What follows belongs to an exercise in optimizing a design on an open flow for small area and a short achievable clock period; a production flow would make more cautious choices. Power is estimated from default activity; no workload was simulated.

== job 7634 ==
==> flow/design.v (excerpt) <==
module SIMD(clk,rst,opcode,funct3,funct7,rd_data1,rd_data2,rd_data3,w_add,immed,instrc_add,wr_add,wr_data);
input clk;
input rst;
input [6:0] opcode;
input [2:0] funct3;
input [6:0] funct7;
input [15:0] rd_data1;
input [15:0] rd_data2;
input [15:0] rd_data3;
input [4:0] w_add;
input [11:0] immed;
output [6:0] instrc_add;
output [4:0] wr_add;
output [15:0] wr_data;
wire alu = (opcode == 7'b0111011);
wire mac = (opcode == 7'b1001011);
wire shl = (opcode == 7'b0100011) | (opcode == 7'b1010011);
wire shr = (opcode == 7'b1100011);
wire m16 = (funct3 == 3'b001);
wire m8  = (funct3 == 3'b010);
wire m4  = (funct3 == 3'b100);
wire op_add  = alu & (funct7 == 7'b0000000);
wire op_sub  = alu & (funct7 == 7'b0100000);
wire op_mul  = alu & (funct7 == 7'b1000001);
wire op_mulh = alu & (funct7 == 7'b1000010);
wire op_madd  = mac & (funct7[1:0] == 2'b01);
wire op_maddh = mac & (funct7[1:0] == 2'b10);
wire op_and = alu & (funct7 == 7'b0001000);
wire op_or  = alu & (funct7 == 7'b0010000);
wire op_xor = alu & (funct7 == 7'b0011000);
wire op_not = alu & (funct7 == 7'b0110000);
wire lov = op_add | op_sub | op_mul | op_madd;    
wire hiv = op_mulh | op_maddh;                    
wire [15:0] imm = {{4{immed[10]}}, immed};
wire [3:0] k = imm[3:0];
wire shz = |imm[15:4];                            
wire k0 = (k == 4'd0);
wire lg = op_and | op_or | op_xor | op_not;
wire sel_lo16 = lg | (m16 & lov) | (shl & ~shz) | (shr & k0 & ~shz);
wire sel_hi16 = (m16 & hiv) | (shr & ~k0 & ~shz);
wire ar = opcode[3];                   
wire bmul = opcode[6] | funct7[6];     
wire blog = funct7[4] | funct7[3];     
wire addsub = ar & ~bmul & ~blog;
wire sub = addsub & funct7[5];
wire sgn = ar & ~opcode[6] & funct7[6] & funct7[1];    
wire s4 = sgn & funct3[2];
wire s8 = sgn & funct3[1];
wire s16 = sgn & funct3[0];
wire i_16 = s16;
wire i_4 = s4;
wire i_4_8 = s4 | s8;
wire i_4_8_16 = s4 | s8 | s16;
wire i_8 = s8;
wire i_8_16 = s8 | s16;
wire u0 = sub;
wire u8 = sub & funct3[2];
wire u16 = sub & ~funct3[0];
wire [15:0] a = rd_data1;
wire [15:0] kd = 16'h0001 << k;
wire shsel_l = ~ar & ~(opcode[6] & opcode[5]);
wire shsel_r = ~ar & opcode[6] & opcode[5];
  ...
Size in the first run: roughly 1300 cells after synthesis, roughly 80 flip-flops, ~110 I/O pins, ~0.013 mm^2 of cells after synthesis.
export LEC_CHECK = 0
export CAP_MARGIN = 20
export CORE_MARGIN = 2
export CORE_UTILIZATION = 60
export PLACE_DENSITY = 0.75
export SETUP_SLACK_MARGIN = 4
export SLEW_MARGIN = 20
export SYNTH_HIERARCHICAL = 1
export SYNTH_MINIMUM_KEEP_SIZE = 0
create_clock -name core_clock -period 10.6 [get_ports {clk}]
standard.sh (not shown) runs the stock make flow with config.mk's settings and CLKGATE_MAP_FILE= SYNTH_SCRIPT=/design/flow/synth_recipe.tcl, a recipe that flattens the netlist after the stock synthesis.
==> flow/flow/run.sh <==
#!/bin/bash
# The standard layout with two changes after synthesis (which is the
# standard one, unchanged): the port buffers that placement inserts start as
# buf_1 instead of the default delay buffer, and the resizer may swap a cell
# for one of another footprint.
set -e
bash standard.sh synth > synth.log 2>&1
export BUFFER_PORTS_ARGS="-buffer_cell sky130_fd_sc_hd__buf_1"
bash standard.sh MATCH_CELL_FOOTPRINT=0 finish > layout.log 2>&1
Job 7634 went all the way through synthesis, placement and routing and the layout is clean on timing, DRC and antenna.
#### Input delta (job 3672 over job 7634)
- PLACE_DENSITY removed (was 0.75)
==> flow/flow/run.sh <==
#!/bin/bash
# The standard layout, with one change: the port buffers that placement
# inserts start as buf_1 instead of the default delay buffer (the resizer
# still sizes them as timing needs). Synthesis is the standard one, unchanged.
set -e
bash standard.sh synth > synth.log 2>&1
export BUFFER_PORTS_ARGS="-buffer_cell sky130_fd_sc_hd__buf_1"
export RECOVER_POWER=100
bash standard.sh > layout.log 2>&1
--- outcome ---
Routed length on met1 | job 3672 above job 7634
The layout from job 3672, despite a flow that completed every stage, fails the layout checks, with the failing checks listed as capacitance limit, slew limit.
Taking job 7634 as the reference, in job 3672 worst clock skew on the final layout up 0.0031 ns, largest stage delay on the critical path higher, clock network contribution to total cell area went down by 0.17 points.
First element of the critical path: rd_data1[2] -> job 7634, funct7[5] -> job 3672
Summary of job 3672 over job 7634: post-detailed-routing wire length rose 5.1%, final design area excluding fillers -100 um^2, total stage count of the critical path saw an increase.
For job 3916, these inputs were changed with respect to job 3672:
-- flow/flow/run.sh --
<<< job 3672, line 8
export RECOVER_POWER=100
>>> job 3916, line 8
Results
Job 3916 finished all stages; the layout is clean. Looking at worst setup path startpoint, the funct3[0] result is from job 3916; the funct7[5] one comes from job 3672. Final critical delay including setup and external delays improves in job 3916 relative to job 3672. Job 3916 vs. job 3672: critical path buffer and inverter count increased by 2 relative to the old numbers; cell area did not really move. Re area growth from synthesis to final layout: job 3916 is 0.31 points up on job 3672. On total length of routed wires, job 3916 and job 3672 are basically level.
--- input diff job 3916..job 1245 ---
- SETUP_SLACK_MARGIN changed from 4 to 5
[summary]
Both conditions hold for job 1245: the flow ran to the end and the final layout passed the timing, DRC and antenna checks. Having completed the whole flow, job 3916 delivered a layout that passed the timing, DRC and antenna checks. As far as largest stage delay on the critical path is concerned, job 3916 and job 1245 perform about the same. Compared job 1245 vs job 3916, and combined area of the multi-input logic cells is up in job 1245. | part of the total power dissipated in combinational logic | job 1245 vs job 3916 | 5.3 points higher |. Compared to job 3916, the routing of job 1245 uses more wire.
No run of this note included a check of the RTL's function; only the layout flow was run.

==> what the ideal ports hide <==
The flow's constraints put no driver on any port. The routed layouts listed below were extracted and timed again, unchanged, in two steps.
Step 1, drivers: a clkbuf_16 drives clk and a buf_2 each remaining input, both assumed.
Step 2 also shifts input and output timing later by t, the mid clock arrival at the registers, as if the neighbouring blocks saw the same clock.
Slacks: no drivers / after step 1 / after step 2; pairs: no drivers / after step 1.
run	t, ns	slack for setup (ns)	worst setup path after step 2
job 7634	0.386	4.040 / 4.059 / 3.674	input to register
job 3672	0.392	2.434 / 2.466 / 2.074	input to register
job 3916	0.393	4.055 / 4.078 / 3.685	input to register
job 1245	0.391	4.397 / 4.354 / 3.963	input to register
For job 1245, which loses most, drivers alone change the setup slack by -0.043 ns; drivers and shift together by -0.434 ns.
